What follows belongs to an exercise in optimizing a design on an open flow for small area and a short achievable clock period; a production flow would make more cautious choices. Function was checked by simulation only, so behaviour that the tests miss may differ from the original. Power is estimated from default activity; no workload was simulated.

## design.v

```verilog
module Compare_and_Swap #(
    parameter BIT_WIDTH = 8
    )
(
    input  [BIT_WIDTH-1:0] a,
    input  [BIT_WIDTH-1:0] b,
    output a_lt_b
 );
wire [7:0] G = b & ~a;
wire [7:0] P = b | ~a;
wire [3:0] g2, p2;
wire [4:0] c;
assign c[0] = 1'b0;
genvar k;
generate for (k = 0; k < 4; k = k + 1) begin : t
  assign g2[k] = G[2*k+1] | (P[2*k+1] & G[2*k]);
  assign p2[k] = P[2*k+1] & P[2*k];
  assign c[k+1] = g2[k] | (p2[k] & c[k]);
end endgenerate
assign a_lt_b = c[4];
endmodule
module OE_Sort #(
    parameter BIT_WIDTH = 8,
    parameter N = 16
    )
(
    input clk,
    input rst,
    input in_valid,
    input [BIT_WIDTH*N-1:0] list,
    output out_valid,
    output [BIT_WIDTH*N-1:0] sorted_list
    );
reg [8:0] valid_pipe;
always @(posedge clk)
    if (rst) valid_pipe <= 9'b0;
    else valid_pipe <= {valid_pipe[7:0], in_valid};
assign out_valid = valid_pipe[8];
wire lt_0_0_13;
Compare_and_Swap #(.BIT_WIDTH(8)) cmp_0 (.a(list[7:0]), .b(list[111:104]), .a_lt_b(lt_0_0_13));
wire [7:0] x0_0 = lt_0_0_13 ? list[111:104] : list[7:0];
wire [7:0] x0_13 = lt_0_0_13 ? list[7:0] : list[111:104];
wire lt_1_1_12;
Compare_and_Swap #(.BIT_WIDTH(8)) cmp_1 (.a(list[15:8]), .b(list[103:96]), .a_lt_b(lt_1_1_12));
wire [7:0] x1_1 = lt_1_1_12 ? list[103:96] : list[15:8];
wire [7:0] x1_12 = lt_1_1_12 ? list[15:8] : list[103:96];
wire lt_2_2_15;
Compare_and_Swap #(.BIT_WIDTH(8)) cmp_2 (.a(list[23:16]), .b(list[127:120]), .a_lt_b(lt_2_2_15));
wire [7:0] x2_2 = lt_2_2_15 ? list[127:120] : list[23:16];
wire [7:0] x2_15 = lt_2_2_15 ? list[23:16] : list[127:120];
wire lt_3_3_14;
Compare_and_Swap #(.BIT_WIDTH(8)) cmp_3 (.a(list[31:24]), .b(list[119:112]), .a_lt_b(lt_3_3_14));
wire [7:0] x3_3 = lt_3_3_14 ? list[119:112] : list[31:24];
wire [7:0] x3_14 = lt_3_3_14 ? list[31:24] : list[119:112];
wire lt_4_4_8;
Compare_and_Swap #(.BIT_WIDTH(8)) cmp_4 (.a(list[39:32]), .b(list[71:64]), .a_lt_b(lt_4_4_8));
wire [7:0] x4_4 = lt_4_4_8 ? list[71:64] : list[39:32];
wire [7:0] x4_8 = lt_4_4_8 ? list[39:32] : list[71:64];
wire lt_5_5_6;
Compare_and_Swap #(.BIT_WIDTH(8)) cmp_5 (.a(list[47:40]), .b(list[55:48]), .a_lt_b(lt_5_5_6));
wire [7:0] x5_5 = lt_5_5_6 ? list[55:48] : list[47:40];
wire [7:0] x5_6 = lt_5_5_6 ? list[47:40] : list[55:48];
wire lt_6_7_11;
Compare_and_Swap #(.BIT_WIDTH(8)) cmp_6 (.a(list[63:56]), .b(list[95:88]), .a_lt_b(lt_6_7_11));
wire [7:0] x6_7 = lt_6_7_11 ? list[95:88] : list[63:56];
wire [7:0] x6_11 = lt_6_7_11 ? list[63:56] : list[95:88];
wire lt_7_9_10;
Compare_and_Swap #(.BIT_WIDTH(8)) cmp_7 (.a(list[79:72]), .b(list[87:80]), .a_lt_b(lt_7_9_10));
wire [7:0] x7_9 = lt_7_9_10 ? list[87:80] : list[79:72];
wire [7:0] x7_10 = lt_7_9_10 ? list[79:72] : list[87:80];
reg [7:0] q0_s1;
always @(posedge clk) q0_s1 <= x0_0;
reg [7:0] q5_s1;
always @(posedge clk) q5_s1 <= x5_5;
wire lt_8_0_5;
Compare_and_Swap #(.BIT_WIDTH(8)) cmp_8 (.a(q0_s1), .b(q5_s1), .a_lt_b(lt_8_0_5));
wire [7:0] x8_0 = lt_8_0_5 ? q5_s1 : q0_s1;
wire [7:0] x8_5 = lt_8_0_5 ? q0_s1 : q5_s1;
reg [7:0] q1_s1;
always @(posedge clk) q1_s1 <= x1_1;
reg [7:0] q7_s1;
always @(posedge clk) q7_s1 <= x6_7;
wire lt_9_1_7;
Compare_and_Swap #(.BIT_WIDTH(8)) cmp_9 (.a(q1_s1), .b(q7_s1), .a_lt_b(lt_9_1_7));
wire [7:0] x9_1 = lt_9_1_7 ? q7_s1 : q1_s1;
wire [7:0] x9_7 = lt_9_1_7 ? q1_s1 : q7_s1;
reg [7:0] q2_s1;
always @(posedge clk) q2_s1 <= x2_2;
reg [7:0] q9_s1;
always @(posedge clk) q9_s1 <= x7_9;
wire lt_10_2_9;
Compare_and_Swap #(.BIT_WIDTH(8)) cmp_10 (.a(q2_s1), .b(q9_s1), .a_lt_b(lt_10_2_9));
wire [7:0] x10_2 = lt_10_2_9 ? q9_s1 : q2_s1;
wire [7:0] x10_9 = lt_10_2_9 ? q2_s1 : q9_s1;
reg [7:0] q3_s1;
always @(posedge clk) q3_s1 <= x3_3;
reg [7:0] q4_s1;
always @(posedge clk) q4_s1 <= x4_4;
wire lt_11_3_4;
Compare_and_Swap #(.BIT_WIDTH(8)) cmp_11 (.a(q3_s1), .b(q4_s1), .a_lt_b(lt_11_3_4));
wire [7:0] x11_3 = lt_11_3_4 ? q4_s1 : q3_s1;
wire [7:0] x11_4 = lt_11_3_4 ? q3_s1 : q4_s1;
reg [7:0] q6_s1;
always @(posedge clk) q6_s1 <= x5_6;
reg [7:0] q13_s1;
always @(posedge clk) q13_s1 <= x0_13;
wire lt_12_6_13;
Compare_and_Swap #(.BIT_WIDTH(8)) cmp_12 (.a(q6_s1), .b(q13_s1), .a_lt_b(lt_12_6_13));
wire [7:0] x12_6 = lt_12_6_13 ? q13_s1 : q6_s1;
wire [7:0] x12_13 = lt_12_6_13 ? q6_s1 : q13_s1;
reg [7:0] q8_s1;
always @(posedge clk) q8_s1 <= x4_8;
reg [7:0] q14_s1;
always @(posedge clk) q14_s1 <= x3_14;
wire lt_13_8_14;
Compare_and_Swap #(.BIT_WIDTH(8)) cmp_13 (.a(q8_s1), .b(q14_s1), .a_lt_b(lt_13_8_14));
wire [7:0] x13_8 = lt_13_8_14 ? q14_s1 : q8_s1;
wire [7:0] x13_14 = lt_13_8_14 ? q8_s1 : q14_s1;
reg [7:0] q10_s1;
always @(posedge clk) q10_s1 <= x7_10;
reg [7:0] q15_s1;
always @(posedge clk) q15_s1 <= x2_15;
wire lt_14_10_15;
Compare_and_Swap #(.BIT_WIDTH(8)) cmp_14 (.a(q10_s1), .b(q15_s1), .a_lt_b(lt_14_10_15));
wire [7:0] x14_10 = lt_14_10_15 ? q15_s1 : q10_s1;
wire [7:0] x14_15 = lt_14_10_15 ? q10_s1 : q15_s1;
reg [7:0] q11_s1;
always @(posedge clk) q11_s1 <= x6_11;
reg [7:0] q12_s1;
always @(posedge clk) q12_s1 <= x1_12;
wire lt_15_11_12;
Compare_and_Swap #(.BIT_WIDTH(8)) cmp_15 (.a(q11_s1), .b(q12_s1), .a_lt_b(lt_15_11_12));
wire [7:0] x15_11 = lt_15_11_12 ? q12_s1 : q11_s1;
wire [7:0] x15_12 = lt_15_11_12 ? q11_s1 : q12_s1;
reg [7:0] q0_s2;
always @(posedge clk) q0_s2 <= x8_0;
reg [7:0] q1_s2;
always @(posedge clk) q1_s2 <= x9_1;
wire lt_16_0_1;
Compare_and_Swap #(.BIT_WIDTH(8)) cmp_16 (.a(q0_s2), .b(q1_s2), .a_lt_b(lt_16_0_1));
wire [7:0] x16_0 = lt_16_0_1 ? q1_s2 : q0_s2;
wire [7:0] x16_1 = lt_16_0_1 ? q0_s2 : q1_s2;
reg [7:0] q2_s2;
always @(posedge clk) q2_s2 <= x10_2;
reg [7:0] q3_s2;
always @(posedge clk) q3_s2 <= x11_3;
wire lt_17_2_3;
Compare_and_Swap #(.BIT_WIDTH(8)) cmp_17 (.a(q2_s2), .b(q3_s2), .a_lt_b(lt_17_2_3));
wire [7:0] x17_2 = lt_17_2_3 ? q3_s2 : q2_s2;
wire [7:0] x17_3 = lt_17_2_3 ? q2_s2 : q3_s2;
reg [7:0] q4_s2;
always @(posedge clk) q4_s2 <= x11_4;
reg [7:0] q5_s2;
always @(posedge clk) q5_s2 <= x8_5;
wire lt_18_4_5;
Compare_and_Swap #(.BIT_WIDTH(8)) cmp_18 (.a(q4_s2), .b(q5_s2), .a_lt_b(lt_18_4_5));
wire [7:0] x18_4 = lt_18_4_5 ? q5_s2 : q4_s2;
wire [7:0] x18_5 = lt_18_4_5 ? q4_s2 : q5_s2;
reg [7:0] q6_s2;
always @(posedge clk) q6_s2 <= x12_6;
reg [7:0] q8_s2;
always @(posedge clk) q8_s2 <= x13_8;
wire lt_19_6_8;
Compare_and_Swap #(.BIT_WIDTH(8)) cmp_19 (.a(q6_s2), .b(q8_s2), .a_lt_b(lt_19_6_8));
wire [7:0] x19_6 = lt_19_6_8 ? q8_s2 : q6_s2;
wire [7:0] x19_8 = lt_19_6_8 ? q6_s2 : q8_s2;
reg [7:0] q7_s2;
always @(posedge clk) q7_s2 <= x9_7;
reg [7:0] q9_s2;
always @(posedge clk) q9_s2 <= x10_9;
wire lt_20_7_9;
Compare_and_Swap #(.BIT_WIDTH(8)) cmp_20 (.a(q7_s2), .b(q9_s2), .a_lt_b(lt_20_7_9));
wire [7:0] x20_7 = lt_20_7_9 ? q9_s2 : q7_s2;
wire [7:0] x20_9 = lt_20_7_9 ? q7_s2 : q9_s2;
reg [7:0] q10_s2;
always @(posedge clk) q10_s2 <= x14_10;
reg [7:0] q11_s2;
always @(posedge clk) q11_s2 <= x15_11;
wire lt_21_10_11;
Compare_and_Swap #(.BIT_WIDTH(8)) cmp_21 (.a(q10_s2), .b(q11_s2), .a_lt_b(lt_21_10_11));
wire [7:0] x21_10 = lt_21_10_11 ? q11_s2 : q10_s2;
wire [7:0] x21_11 = lt_21_10_11 ? q10_s2 : q11_s2;
reg [7:0] q12_s2;
always @(posedge clk) q12_s2 <= x15_12;
reg [7:0] q13_s2;
always @(posedge clk) q13_s2 <= x12_13;
wire lt_22_12_13;
Compare_and_Swap #(.BIT_WIDTH(8)) cmp_22 (.a(q12_s2), .b(q13_s2), .a_lt_b(lt_22_12_13));
wire [7:0] x22_12 = lt_22_12_13 ? q13_s2 : q12_s2;
wire [7:0] x22_13 = lt_22_12_13 ? q12_s2 : q13_s2;
reg [7:0] q14_s2;
always @(posedge clk) q14_s2 <= x13_14;
reg [7:0] q15_s2;
always @(posedge clk) q15_s2 <= x14_15;
wire lt_23_14_15;
Compare_and_Swap #(.BIT_WIDTH(8)) cmp_23 (.a(q14_s2), .b(q15_s2), .a_lt_b(lt_23_14_15));
wire [7:0] x23_14 = lt_23_14_15 ? q15_s2 : q14_s2;
wire [7:0] x23_15 = lt_23_14_15 ? q14_s2 : q15_s2;
reg [7:0] q0_s3;
always @(posedge clk) q0_s3 <= x16_0;
reg [7:0] q2_s3;
always @(posedge clk) q2_s3 <= x17_2;
wire lt_24_0_2;
Compare_and_Swap #(.BIT_WIDTH(8)) cmp_24 (.a(q0_s3), .b(q2_s3), .a_lt_b(lt_24_0_2));
wire [7:0] x24_0 = lt_24_0_2 ? q2_s3 : q0_s3;
wire [7:0] x24_2 = lt_24_0_2 ? q0_s3 : q2_s3;
reg [7:0] q1_s3;
always @(posedge clk) q1_s3 <= x16_1;
reg [7:0] q3_s3;
always @(posedge clk) q3_s3 <= x17_3;
wire lt_25_1_3;
Compare_and_Swap #(.BIT_WIDTH(8)) cmp_25 (.a(q1_s3), .b(q3_s3), .a_lt_b(lt_25_1_3));
wire [7:0] x25_1 = lt_25_1_3 ? q3_s3 : q1_s3;
wire [7:0] x25_3 = lt_25_1_3 ? q1_s3 : q3_s3;
reg [7:0] q4_s3;
always @(posedge clk) q4_s3 <= x18_4;
reg [7:0] q10_s3;
always @(posedge clk) q10_s3 <= x21_10;
wire lt_26_4_10;
Compare_and_Swap #(.BIT_WIDTH(8)) cmp_26 (.a(q4_s3), .b(q10_s3), .a_lt_b(lt_26_4_10));
wire [7:0] x26_4 = lt_26_4_10 ? q10_s3 : q4_s3;
wire [7:0] x26_10 = lt_26_4_10 ? q4_s3 : q10_s3;
reg [7:0] q5_s3;
always @(posedge clk) q5_s3 <= x18_5;
reg [7:0] q11_s3;
always @(posedge clk) q11_s3 <= x21_11;
wire lt_27_5_11;
Compare_and_Swap #(.BIT_WIDTH(8)) cmp_27 (.a(q5_s3), .b(q11_s3), .a_lt_b(lt_27_5_11));
wire [7:0] x27_5 = lt_27_5_11 ? q11_s3 : q5_s3;
wire [7:0] x27_11 = lt_27_5_11 ? q5_s3 : q11_s3;
reg [7:0] q6_s3;
always @(posedge clk) q6_s3 <= x19_6;
reg [7:0] q7_s3;
always @(posedge clk) q7_s3 <= x20_7;
wire lt_28_6_7;
Compare_and_Swap #(.BIT_WIDTH(8)) cmp_28 (.a(q6_s3), .b(q7_s3), .a_lt_b(lt_28_6_7));
wire [7:0] x28_6 = lt_28_6_7 ? q7_s3 : q6_s3;
wire [7:0] x28_7 = lt_28_6_7 ? q6_s3 : q7_s3;
reg [7:0] q8_s3;
always @(posedge clk) q8_s3 <= x19_8;
reg [7:0] q9_s3;
always @(posedge clk) q9_s3 <= x20_9;
wire lt_29_8_9;
Compare_and_Swap #(.BIT_WIDTH(8)) cmp_29 (.a(q8_s3), .b(q9_s3), .a_lt_b(lt_29_8_9));
wire [7:0] x29_8 = lt_29_8_9 ? q9_s3 : q8_s3;
wire [7:0] x29_9 = lt_29_8_9 ? q8_s3 : q9_s3;
reg [7:0] q12_s3;
always @(posedge clk) q12_s3 <= x22_12;
reg [7:0] q14_s3;
always @(posedge clk) q14_s3 <= x23_14;
wire lt_30_12_14;
Compare_and_Swap #(.BIT_WIDTH(8)) cmp_30 (.a(q12_s3), .b(q14_s3), .a_lt_b(lt_30_12_14));
wire [7:0] x30_12 = lt_30_12_14 ? q14_s3 : q12_s3;
wire [7:0] x30_14 = lt_30_12_14 ? q12_s3 : q14_s3;
reg [7:0] q13_s3;
always @(posedge clk) q13_s3 <= x22_13;
reg [7:0] q15_s3;
always @(posedge clk) q15_s3 <= x23_15;
wire lt_31_13_15;
Compare_and_Swap #(.BIT_WIDTH(8)) cmp_31 (.a(q13_s3), .b(q15_s3), .a_lt_b(lt_31_13_15));
wire [7:0] x31_13 = lt_31_13_15 ? q15_s3 : q13_s3;
wire [7:0] x31_15 = lt_31_13_15 ? q13_s3 : q15_s3;
reg [7:0] q1_s4;
always @(posedge clk) q1_s4 <= x25_1;
reg [7:0] q6_s4;
always @(posedge clk) q6_s4 <= x28_6;
wire lt_32_1_6;
Compare_and_Swap #(.BIT_WIDTH(8)) cmp_32 (.a(q1_s4), .b(q6_s4), .a_lt_b(lt_32_1_6));
wire [7:0] x32_1 = lt_32_1_6 ? q6_s4 : q1_s4;
wire [7:0] x32_6 = lt_32_1_6 ? q1_s4 : q6_s4;
reg [7:0] q2_s4;
always @(posedge clk) q2_s4 <= x24_2;
reg [7:0] q4_s4;
always @(posedge clk) q4_s4 <= x26_4;
wire lt_33_2_4;
Compare_and_Swap #(.BIT_WIDTH(8)) cmp_33 (.a(q2_s4), .b(q4_s4), .a_lt_b(lt_33_2_4));
wire [7:0] x33_2 = lt_33_2_4 ? q4_s4 : q2_s4;
wire [7:0] x33_4 = lt_33_2_4 ? q2_s4 : q4_s4;
reg [7:0] q3_s4;
always @(posedge clk) q3_s4 <= x25_3;
reg [7:0] q5_s4;
always @(posedge clk) q5_s4 <= x27_5;
wire lt_34_3_5;
Compare_and_Swap #(.BIT_WIDTH(8)) cmp_34 (.a(q3_s4), .b(q5_s4), .a_lt_b(lt_34_3_5));
wire [7:0] x34_3 = lt_34_3_5 ? q5_s4 : q3_s4;
wire [7:0] x34_5 = lt_34_3_5 ? q3_s4 : q5_s4;
reg [7:0] q7_s4;
always @(posedge clk) q7_s4 <= x28_7;
reg [7:0] q8_s4;
always @(posedge clk) q8_s4 <= x29_8;
wire lt_35_7_8;
Compare_and_Swap #(.BIT_WIDTH(8)) cmp_35 (.a(q7_s4), .b(q8_s4), .a_lt_b(lt_35_7_8));
wire [7:0] x35_7 = lt_35_7_8 ? q8_s4 : q7_s4;
wire [7:0] x35_8 = lt_35_7_8 ? q7_s4 : q8_s4;
reg [7:0] q9_s4;
always @(posedge clk) q9_s4 <= x29_9;
reg [7:0] q13_s4;
always @(posedge clk) q13_s4 <= x31_13;
wire lt_36_9_13;
Compare_and_Swap #(.BIT_WIDTH(8)) cmp_36 (.a(q9_s4), .b(q13_s4), .a_lt_b(lt_36_9_13));
wire [7:0] x36_9 = lt_36_9_13 ? q13_s4 : q9_s4;
wire [7:0] x36_13 = lt_36_9_13 ? q9_s4 : q13_s4;
reg [7:0] q10_s4;
always @(posedge clk) q10_s4 <= x26_10;
reg [7:0] q12_s4;
always @(posedge clk) q12_s4 <= x30_12;
wire lt_37_10_12;
Compare_and_Swap #(.BIT_WIDTH(8)) cmp_37 (.a(q10_s4), .b(q12_s4), .a_lt_b(lt_37_10_12));
wire [7:0] x37_10 = lt_37_10_12 ? q12_s4 : q10_s4;
wire [7:0] x37_12 = lt_37_10_12 ? q10_s4 : q12_s4;
reg [7:0] q11_s4;
always @(posedge clk) q11_s4 <= x27_11;
reg [7:0] q14_s4;
always @(posedge clk) q14_s4 <= x30_14;
wire lt_38_11_14;
Compare_and_Swap #(.BIT_WIDTH(8)) cmp_38 (.a(q11_s4), .b(q14_s4), .a_lt_b(lt_38_11_14));
wire [7:0] x38_11 = lt_38_11_14 ? q14_s4 : q11_s4;
wire [7:0] x38_14 = lt_38_11_14 ? q11_s4 : q14_s4;
reg [7:0] q1_s5;
always @(posedge clk) q1_s5 <= x32_1;
reg [7:0] q2_s5;
always @(posedge clk) q2_s5 <= x33_2;
wire lt_39_1_2;
Compare_and_Swap #(.BIT_WIDTH(8)) cmp_39 (.a(q1_s5), .b(q2_s5), .a_lt_b(lt_39_1_2));
wire [7:0] x39_1 = lt_39_1_2 ? q2_s5 : q1_s5;
wire [7:0] x39_2 = lt_39_1_2 ? q1_s5 : q2_s5;
reg [7:0] q3_s5;
always @(posedge clk) q3_s5 <= x34_3;
reg [7:0] q12_s5;
always @(posedge clk) q12_s5 <= x37_12;
wire lt_40_3_12;
Compare_and_Swap #(.BIT_WIDTH(8)) cmp_40 (.a(q3_s5), .b(q12_s5), .a_lt_b(lt_40_3_12));
wire [7:0] x40_3 = lt_40_3_12 ? q12_s5 : q3_s5;
wire [7:0] x40_12 = lt_40_3_12 ? q3_s5 : q12_s5;
reg [7:0] q4_s5;
always @(posedge clk) q4_s5 <= x33_4;
reg [7:0] q6_s5;
always @(posedge clk) q6_s5 <= x32_6;
wire lt_41_4_6;
Compare_and_Swap #(.BIT_WIDTH(8)) cmp_41 (.a(q4_s5), .b(q6_s5), .a_lt_b(lt_41_4_6));
wire [7:0] x41_4 = lt_41_4_6 ? q6_s5 : q4_s5;
wire [7:0] x41_6 = lt_41_4_6 ? q4_s5 : q6_s5;
reg [7:0] q5_s5;
always @(posedge clk) q5_s5 <= x34_5;
reg [7:0] q7_s5;
always @(posedge clk) q7_s5 <= x35_7;
wire lt_42_5_7;
Compare_and_Swap #(.BIT_WIDTH(8)) cmp_42 (.a(q5_s5), .b(q7_s5), .a_lt_b(lt_42_5_7));
wire [7:0] x42_5 = lt_42_5_7 ? q7_s5 : q5_s5;
wire [7:0] x42_7 = lt_42_5_7 ? q5_s5 : q7_s5;
reg [7:0] q8_s5;
always @(posedge clk) q8_s5 <= x35_8;
reg [7:0] q10_s5;
always @(posedge clk) q10_s5 <= x37_10;
wire lt_43_8_10;
Compare_and_Swap #(.BIT_WIDTH(8)) cmp_43 (.a(q8_s5), .b(q10_s5), .a_lt_b(lt_43_8_10));
wire [7:0] x43_8 = lt_43_8_10 ? q10_s5 : q8_s5;
wire [7:0] x43_10 = lt_43_8_10 ? q8_s5 : q10_s5;
reg [7:0] q9_s5;
always @(posedge clk) q9_s5 <= x36_9;
reg [7:0] q11_s5;
always @(posedge clk) q11_s5 <= x38_11;
wire lt_44_9_11;
Compare_and_Swap #(.BIT_WIDTH(8)) cmp_44 (.a(q9_s5), .b(q11_s5), .a_lt_b(lt_44_9_11));
wire [7:0] x44_9 = lt_44_9_11 ? q11_s5 : q9_s5;
wire [7:0] x44_11 = lt_44_9_11 ? q9_s5 : q11_s5;
reg [7:0] q13_s5;
always @(posedge clk) q13_s5 <= x36_13;
reg [7:0] q14_s5;
always @(posedge clk) q14_s5 <= x38_14;
wire lt_45_13_14;
Compare_and_Swap #(.BIT_WIDTH(8)) cmp_45 (.a(q13_s5), .b(q14_s5), .a_lt_b(lt_45_13_14));
wire [7:0] x45_13 = lt_45_13_14 ? q14_s5 : q13_s5;
wire [7:0] x45_14 = lt_45_13_14 ? q13_s5 : q14_s5;
reg [7:0] q3_s6;
always @(posedge clk) q3_s6 <= x40_3;
reg [7:0] q8_s6;
always @(posedge clk) q8_s6 <= x43_8;
wire lt_46_3_8;
Compare_and_Swap #(.BIT_WIDTH(8)) cmp_46 (.a(q3_s6), .b(q8_s6), .a_lt_b(lt_46_3_8));
wire [7:0] x46_3 = lt_46_3_8 ? q8_s6 : q3_s6;
wire [7:0] x46_8 = lt_46_3_8 ? q3_s6 : q8_s6;
reg [7:0] q5_s6;
always @(posedge clk) q5_s6 <= x42_5;
reg [7:0] q6_s6;
always @(posedge clk) q6_s6 <= x41_6;
wire lt_47_5_6;
Compare_and_Swap #(.BIT_WIDTH(8)) cmp_47 (.a(q5_s6), .b(q6_s6), .a_lt_b(lt_47_5_6));
wire [7:0] x47_5 = lt_47_5_6 ? q6_s6 : q5_s6;
wire [7:0] x47_6 = lt_47_5_6 ? q5_s6 : q6_s6;
reg [7:0] q7_s6;
always @(posedge clk) q7_s6 <= x42_7;
reg [7:0] q10_s6;
always @(posedge clk) q10_s6 <= x43_10;
wire lt_48_7_10;
Compare_and_Swap #(.BIT_WIDTH(8)) cmp_48 (.a(q7_s6), .b(q10_s6), .a_lt_b(lt_48_7_10));
wire [7:0] x48_7 = lt_48_7_10 ? q10_s6 : q7_s6;
wire [7:0] x48_10 = lt_48_7_10 ? q7_s6 : q10_s6;
reg [7:0] q9_s6;
always @(posedge clk) q9_s6 <= x44_9;
reg [7:0] q12_s6;
always @(posedge clk) q12_s6 <= x40_12;
wire lt_49_9_12;
Compare_and_Swap #(.BIT_WIDTH(8)) cmp_49 (.a(q9_s6), .b(q12_s6), .a_lt_b(lt_49_9_12));
wire [7:0] x49_9 = lt_49_9_12 ? q12_s6 : q9_s6;
wire [7:0] x49_12 = lt_49_9_12 ? q9_s6 : q12_s6;
reg [7:0] q2_s6;
always @(posedge clk) q2_s6 <= x39_2;
reg [7:0] q2_s7;
always @(posedge clk) q2_s7 <= q2_s6;
reg [7:0] q4_s6;
always @(posedge clk) q4_s6 <= x41_4;
reg [7:0] q4_s7;
always @(posedge clk) q4_s7 <= q4_s6;
wire lt_50_2_4;
Compare_and_Swap #(.BIT_WIDTH(8)) cmp_50 (.a(q2_s7), .b(q4_s7), .a_lt_b(lt_50_2_4));
wire [7:0] x50_2 = lt_50_2_4 ? q4_s7 : q2_s7;
wire [7:0] x50_4 = lt_50_2_4 ? q2_s7 : q4_s7;
reg [7:0] q3_s7;
always @(posedge clk) q3_s7 <= x46_3;
reg [7:0] q5_s7;
always @(posedge clk) q5_s7 <= x47_5;
wire lt_51_3_5;
Compare_and_Swap #(.BIT_WIDTH(8)) cmp_51 (.a(q3_s7), .b(q5_s7), .a_lt_b(lt_51_3_5));
wire [7:0] x51_3 = lt_51_3_5 ? q5_s7 : q3_s7;
wire [7:0] x51_5 = lt_51_3_5 ? q3_s7 : q5_s7;
reg [7:0] q6_s7;
always @(posedge clk) q6_s7 <= x47_6;
reg [7:0] q8_s7;
always @(posedge clk) q8_s7 <= x46_8;
wire lt_52_6_8;
Compare_and_Swap #(.BIT_WIDTH(8)) cmp_52 (.a(q6_s7), .b(q8_s7), .a_lt_b(lt_52_6_8));
wire [7:0] x52_6 = lt_52_6_8 ? q8_s7 : q6_s7;
wire [7:0] x52_8 = lt_52_6_8 ? q6_s7 : q8_s7;
reg [7:0] q7_s7;
always @(posedge clk) q7_s7 <= x48_7;
reg [7:0] q9_s7;
always @(posedge clk) q9_s7 <= x49_9;
wire lt_53_7_9;
Compare_and_Swap #(.BIT_WIDTH(8)) cmp_53 (.a(q7_s7), .b(q9_s7), .a_lt_b(lt_53_7_9));
wire [7:0] x53_7 = lt_53_7_9 ? q9_s7 : q7_s7;
wire [7:0] x53_9 = lt_53_7_9 ? q7_s7 : q9_s7;
reg [7:0] q10_s7;
always @(posedge clk) q10_s7 <= x48_10;
reg [7:0] q12_s7;
always @(posedge clk) q12_s7 <= x49_12;
wire lt_54_10_12;
Compare_and_Swap #(.BIT_WIDTH(8)) cmp_54 (.a(q10_s7), .b(q12_s7), .a_lt_b(lt_54_10_12));
wire [7:0] x54_10 = lt_54_10_12 ? q12_s7 : q10_s7;
wire [7:0] x54_12 = lt_54_10_12 ? q10_s7 : q12_s7;
reg [7:0] q11_s6;
always @(posedge clk) q11_s6 <= x44_11;
reg [7:0] q11_s7;
always @(posedge clk) q11_s7 <= q11_s6;
reg [7:0] q13_s6;
always @(posedge clk) q13_s6 <= x45_13;
reg [7:0] q13_s7;
always @(posedge clk) q13_s7 <= q13_s6;
wire lt_55_11_13;
Compare_and_Swap #(.BIT_WIDTH(8)) cmp_55 (.a(q11_s7), .b(q13_s7), .a_lt_b(lt_55_11_13));
wire [7:0] x55_11 = lt_55_11_13 ? q13_s7 : q11_s7;
wire [7:0] x55_13 = lt_55_11_13 ? q11_s7 : q13_s7;
reg [7:0] q3_s8;
always @(posedge clk) q3_s8 <= x51_3;
reg [7:0] q4_s8;
always @(posedge clk) q4_s8 <= x50_4;
wire lt_56_3_4;
Compare_and_Swap #(.BIT_WIDTH(8)) cmp_56 (.a(q3_s8), .b(q4_s8), .a_lt_b(lt_56_3_4));
wire [7:0] x56_3 = lt_56_3_4 ? q4_s8 : q3_s8;
wire [7:0] x56_4 = lt_56_3_4 ? q3_s8 : q4_s8;
reg [7:0] q5_s8;
always @(posedge clk) q5_s8 <= x51_5;
reg [7:0] q6_s8;
always @(posedge clk) q6_s8 <= x52_6;
wire lt_57_5_6;
Compare_and_Swap #(.BIT_WIDTH(8)) cmp_57 (.a(q5_s8), .b(q6_s8), .a_lt_b(lt_57_5_6));
wire [7:0] x57_5 = lt_57_5_6 ? q6_s8 : q5_s8;
wire [7:0] x57_6 = lt_57_5_6 ? q5_s8 : q6_s8;
reg [7:0] q7_s8;
always @(posedge clk) q7_s8 <= x53_7;
reg [7:0] q8_s8;
always @(posedge clk) q8_s8 <= x52_8;
wire lt_58_7_8;
Compare_and_Swap #(.BIT_WIDTH(8)) cmp_58 (.a(q7_s8), .b(q8_s8), .a_lt_b(lt_58_7_8));
wire [7:0] x58_7 = lt_58_7_8 ? q8_s8 : q7_s8;
wire [7:0] x58_8 = lt_58_7_8 ? q7_s8 : q8_s8;
reg [7:0] q9_s8;
always @(posedge clk) q9_s8 <= x53_9;
reg [7:0] q10_s8;
always @(posedge clk) q10_s8 <= x54_10;
wire lt_59_9_10;
Compare_and_Swap #(.BIT_WIDTH(8)) cmp_59 (.a(q9_s8), .b(q10_s8), .a_lt_b(lt_59_9_10));
wire [7:0] x59_9 = lt_59_9_10 ? q10_s8 : q9_s8;
wire [7:0] x59_10 = lt_59_9_10 ? q9_s8 : q10_s8;
reg [7:0] q11_s8;
always @(posedge clk) q11_s8 <= x55_11;
reg [7:0] q12_s8;
always @(posedge clk) q12_s8 <= x54_12;
wire lt_60_11_12;
Compare_and_Swap #(.BIT_WIDTH(8)) cmp_60 (.a(q11_s8), .b(q12_s8), .a_lt_b(lt_60_11_12));
wire [7:0] x60_11 = lt_60_11_12 ? q12_s8 : q11_s8;
wire [7:0] x60_12 = lt_60_11_12 ? q11_s8 : q12_s8;
reg [7:0] q0_s4;
always @(posedge clk) q0_s4 <= x24_0;
reg [7:0] q0_s5;
always @(posedge clk) q0_s5 <= q0_s4;
reg [7:0] q0_s6;
always @(posedge clk) q0_s6 <= q0_s5;
reg [7:0] q0_s7;
always @(posedge clk) q0_s7 <= q0_s6;
reg [7:0] q0_s8;
always @(posedge clk) q0_s8 <= q0_s7;
reg [7:0] q0_s9;
always @(posedge clk) q0_s9 <= q0_s8;
assign sorted_list[7:0] = q0_s9;
reg [7:0] q1_s6;
always @(posedge clk) q1_s6 <= x39_1;
reg [7:0] q1_s7;
always @(posedge clk) q1_s7 <= q1_s6;
reg [7:0] q1_s8;
always @(posedge clk) q1_s8 <= q1_s7;
reg [7:0] q1_s9;
always @(posedge clk) q1_s9 <= q1_s8;
assign sorted_list[15:8] = q1_s9;
reg [7:0] q2_s8;
always @(posedge clk) q2_s8 <= x50_2;
reg [7:0] q2_s9;
always @(posedge clk) q2_s9 <= q2_s8;
assign sorted_list[23:16] = q2_s9;
reg [7:0] q3_s9;
always @(posedge clk) q3_s9 <= x56_3;
assign sorted_list[31:24] = q3_s9;
reg [7:0] q4_s9;
always @(posedge clk) q4_s9 <= x56_4;
assign sorted_list[39:32] = q4_s9;
reg [7:0] q5_s9;
always @(posedge clk) q5_s9 <= x57_5;
assign sorted_list[47:40] = q5_s9;
reg [7:0] q6_s9;
always @(posedge clk) q6_s9 <= x57_6;
assign sorted_list[55:48] = q6_s9;
reg [7:0] q7_s9;
always @(posedge clk) q7_s9 <= x58_7;
assign sorted_list[63:56] = q7_s9;
reg [7:0] q8_s9;
always @(posedge clk) q8_s9 <= x58_8;
assign sorted_list[71:64] = q8_s9;
reg [7:0] q9_s9;
always @(posedge clk) q9_s9 <= x59_9;
assign sorted_list[79:72] = q9_s9;
reg [7:0] q10_s9;
always @(posedge clk) q10_s9 <= x59_10;
assign sorted_list[87:80] = q10_s9;
reg [7:0] q11_s9;
always @(posedge clk) q11_s9 <= x60_11;
assign sorted_list[95:88] = q11_s9;
reg [7:0] q12_s9;
always @(posedge clk) q12_s9 <= x60_12;
assign sorted_list[103:96] = q12_s9;
reg [7:0] q13_s8;
always @(posedge clk) q13_s8 <= x55_13;
reg [7:0] q13_s9;
always @(posedge clk) q13_s9 <= q13_s8;
assign sorted_list[111:104] = q13_s9;
reg [7:0] q14_s6;
always @(posedge clk) q14_s6 <= x45_14;
reg [7:0] q14_s7;
always @(posedge clk) q14_s7 <= q14_s6;
reg [7:0] q14_s8;
always @(posedge clk) q14_s8 <= q14_s7;
reg [7:0] q14_s9;
always @(posedge clk) q14_s9 <= q14_s8;
assign sorted_list[119:112] = q14_s9;
reg [7:0] q15_s4;
always @(posedge clk) q15_s4 <= x31_15;
reg [7:0] q15_s5;
always @(posedge clk) q15_s5 <= q15_s4;
reg [7:0] q15_s6;
always @(posedge clk) q15_s6 <= q15_s5;
reg [7:0] q15_s7;
always @(posedge clk) q15_s7 <= q15_s6;
reg [7:0] q15_s8;
always @(posedge clk) q15_s8 <= q15_s7;
reg [7:0] q15_s9;
always @(posedge clk) q15_s9 <= q15_s8;
assign sorted_list[127:120] = q15_s9;
endmodule
```

## run.sh

```bash
#!/bin/bash
# synth_recipe.tcl (not shown) runs the flow's synth.tcl, then flattens the netlist and writes it again
# the make line also repeats each setting of config.mk as NAME=value (left out here)
make -C /OpenROAD-flow-scripts/flow DESIGN_CONFIG=/design/flow/config.mk WORK_HOME=/design/flow/orfs CLKGATE_MAP_FILE= SYNTH_SCRIPT=/design/flow/synth_recipe.tcl finish
```

## config.mk

```make
export PLATFORM = sky130hd
export DESIGN_NAME = OE_Sort
export DESIGN_NICKNAME = OE_Sort
export VERILOG_FILES = /design/flow/design.v
export SDC_FILE = /design/flow/constraint.sdc
export NUM_CORES = 4
export LEC_CHECK = 0
export ABC_AREA = 1
export CAP_MARGIN = 20
export CORE_MARGIN = 2
export CORE_UTILIZATION = 65
export CTS_CLUSTER_DIAMETER = 80
export CTS_CLUSTER_SIZE = 30
export SETUP_SLACK_MARGIN = 0.8
export SLEW_MARGIN = 20
```

## constraint.sdc

```tcl
create_clock -name core_clock -period 2.5 [get_ports {clk}]
set_input_delay 0.5000 -clock core_clock [delete_from_list [all_inputs] [get_ports {clk}]]
set_output_delay 0.5000 -clock core_clock [all_outputs]
set_load 0.01 [all_outputs]
```

==> results_dict.tcl <==
set metrics [dict create \
    status "finished clean" \
    dominantRegCellSynth "dfxtp_1" \
    leakage_nw 26.0 \
    pre_cts_ws_ps 323 \
    clockBufferDepth 3 \
    wl_per_cell_um 14.5 \
    vias 36900 \
    cp-start-kind "flop" \
    vias_per_cell 5.10 \
    clkPwrFrac_pct 13.7 \
    drv_slew 0 \
    synth-seq-cells 1161 \
    worst-path-max-fanout 14 \
    top_register "valid_pipe" \
    crit_required_ps 3030 \
    track_usage_pct 27.9 \
    yosysTopAreaCell "dfxtp_1" \
    dpl_cell_area_um2 48800 \
    synth_cell_types 24 \
    p_seq_share_pct 46.6 \
    rsz0062_at_grt "yes" \
    maxSlewHeadroom_pct 69.9 \
    synth-async-reset-ratio_pct 0 \
    worst_slew_pin_slew_ps 450 \
    stdcell_area_um2 50100 \
    nFillCells 5868 \
    drt_iter0_markers 2375 \
    grt_pass1_vias 32800 \
    finalNonFillerCells 7237 \
    cts_hold_buf 0 \
    detail-route-antenna-nets 0 \
    largest_register_ffs 9 \
    ys_warn_count 1 \
    r2r_end "q0_s4[6]$_DFF_P_" \
    p_int_mw 38.5 \
    core_um2 70100 \
    boundaryPins 260 \
    totalWireLength_um 105000 \
    p_per_area_nw_per_um2 1350 \
    power_frac_comb_pct 39.6 \
    htreeDepth 2 \
    critical_path.cell_chain "inv_2, nor2_2, nor3_1, a21oi_2, buf_4, nand3_1, nand2_1" \
    avgSynthCellArea_um2 7.55 \
    cts_root_buffer "clkbuf_16" \
    cts_tree "yes" \
    grt_pass1_wl_um 167000 \
    worstReg2RegStart "q0_s3[7]$_DFF_P_" \
    fin_crit_sh_pct 67.2 \
    drc 0 \
    hold_depth 0 \
    endpoint_kind "flop" \
    setup_tns_ps 0 \
    irDropWorstVdd_v 0.000620 \
    cts_buffers 47 \
    switching_share_pct 42.9 \
    globalplace.congestion 0.965 \
    synth.top_cell.area_share_pct 50.3 \
    die-height_um 271 \
    critical_path_arrival_ps 2210 \
    crit_type "flop to flop" \
    setup_viol 0 \
    floorplan.initialDensity_pct 65.9 \
    hpwl_um 81800 \
    finalCriticalPeriod_ps 1680 \
    nets 6409 \
    setup_slack_ps 820 \
    syn_area_um2 46200 \
    grt_overflow 0 \
    crit_slowest_cell "dfxtp_1" \
    portBuffers 259 \
    synth_area_leaders "dfxtp_1 (50%), nand2_1 (19%), nand3_1 (9.3%), inv_1 (6.0%), a21oi_4 (1.7%)" \
    clk_latency_ps 640 \
    drt-pass1-iter-count 9 \
    syn_inst 6121 \
    synth_common_cells "nand2_1 (2,318), dfxtp_1 (1,161), nand3_1 (854)" \
    dieWidth_um 271 \
    die_area_um2 73200 \
    max_stage_delay_ps 510 \
    rows 97 \
    cp.buffers_inverters 2 \
    drive_gt1_share_pct 11.7 \
    clkSlewWorstSetupHoldPaths_ps 110 \
    power.switching_mw 28.9 \
    dp_cells 7150 \
    fmax_mhz 595 \
    synth_most_common_cell "nand2_1" \
    hold_viol 0 \
    worst_clock_skew_ps 22.4 \
    cp_top_family "simple AND/OR/NAND/NOR gates" \
    min_to "q15_s5[4]$_DFF_P_" \
    synth_edf_count 0 \
    grt_antenna_before_repair 0 \
    totalPowerFinal_mw 67.4 \
    hold_start "q15_s4[4]$_DFF_P_" \
    grt_max_degree 31 \
    clock-sinks 1161 \
    worstRegToRegCells 7 \
    r2r_slack_ps 820 \
    ys_seq_area_share_pct 50.3 \
    area_growth_pct 8.39 \
    hold_path.class "flop to flop" \
    synth_nets 6252 \
    drv_cap 0 \
]
-- worst max-delay path by stage --
stage                     start           endpoint  slack, ps  cells after the start
2_1_floorplan          list[79]  q10_s1[0]$_DFF_P_       1150                      7
3_3_place_gp            list[3]   q0_s1[2]$_DFF_P_        370                     12
3_5_place_dp           list[19]   q2_s1[5]$_DFF_P_        320                     12
4_1_cts        q2_s9[0]$_DFF_P_    sorted_list[16]        800                      1
5_1_grt        q6_s2[7]$_DFF_P_   q6_s3[6]$_DFF_P_        780                      7
6_report       q0_s3[7]$_DFF_P_   q0_s4[6]$_DFF_P_        820                      7
-- layout by cell type, fill, tap and decap left out, types with 22 or more instances in the layout --
cell             synthesis  final
buf_4                    0     31
a22o_1                  61     61
nand2_2                 97     54
nand3_1                854    854
nor3_2                  22     22
nand2_4                 25     71
o22ai_1                 61     61
clkinv_1                41     41
dfxtp_1               1161   1114
or2_2                   61     61
dfxtp_2                  0     47
clkbuf_16                0     49
inv_2                   86     86
inv_1                  736    736
nor2_2                  61     61
clkbuf_2                 0     23
nor2_1                  70     70
a211oi_2                48     49
nor3_1                  39     39
o21ai_1                 61     61
o21ai_0                 61     61
a21oi_4                 47     47
nand2_1               2318   2317
clkdlybuf4s50_1          0    130
buf_2                  122     90
-- area by class of cell --
| type | instances | area (um2) | area share [%] |
|---|---|---|---|
| Antenna cell | 5 | 12.5 | 0.0250 |
| Clock buffer | 50 | 1230 | 2.46 |
| Tap cell | 940 | 1180 | 2.35 |
| Sequential cell | 1161 | 23300 | 46.5 |
| Inverter | 863 | 3240 | 6.47 |
| Timing Repair Buffer | 290 | 2280 | 4.55 |
| Multi-Input combinational cell | 3915 | 18700 | 37.3 |
| Clock inverter | 13 | 170 | 0.340 |
-- metal layers --
layer | vias to the layer above | wire (um) | GRT usage (%)
li1 | 19200 | - | -
met1 | 16600 | 43000 | 33.4
met2 | 926 | 51300 | 49.4
met3 | 236 | 4280 | 2.91
met4 | 0 | 6140 | 14.9
met5 | - | 0 | 0
-- per-stage QoR --
stage	utilization [%]	hold slack [ps]
detailed placement	69.5	312
global route	71.4	336
finish	71.4	330
CTS	71.2	333
global placement	69.5	310
floorplan	-	310
-- power by group through the flow --
stage	sequential, mW	combinational (mW)	clock, mW
CTS	31.3	26.2	9.45
global placement	31.6	25.9	0
floorplan	29.7	21.4	0
finish	31.4	26.7	9.25
detailed placement	31.7	26.5	0
global route	32.1	30.4	10.1
-- repair_timing --
| action | 4_1_cts | 5_1_grt |
|---|---|---|
| buffers inserted | 0 | 17 |
| setup endpoints to repair | 157 | 352 |
| gates resized for setup | 450 | 122 |
| gates cloned | 0 | 2 |
| pin swaps | 0 | 2 |
-- kinds of logic after synthesis --
group	synth area share [%]
and+or+nand+nor	33.1
DFF	50.3
buffers and inverters	9.83
AOI/OAI and AO/OA	6.74

## re-timing with driven ports
Ports are ideal in the flow. The routed layout listed here was re-timed in OpenROAD.
Step 1 (the two cells are an assumption about what drives the block):
set clk [get_ports {clk}]
set_driving_cell -lib_cell sky130_fd_sc_hd__clkbuf_16 $clk
set_driving_cell -lib_cell sky130_fd_sc_hd__buf_2 [delete_from_list [all_inputs] $clk]
Step 2 times the ports against the registers' clock, not the clock port: input delays grow and output delays shrink by t, the midpoint of the rising clock arrivals with the driver on.
a / b / c = ideal ports / drivers / drivers and shift; a / b = the first two.
shift t [ns]: 0.699
setup slack, ns: 0.820 / 0.770 / 0.280
worst setup path at the end: input to register
latest minus earliest clock arrival (ns): 0.033 / 0.033
worst data-port slew with drivers (ns): 0.06
After both steps setup and hold are still met in this run. For this run, drivers alone change the setup slack by -0.050 ns; drivers and shift together by -0.540 ns.
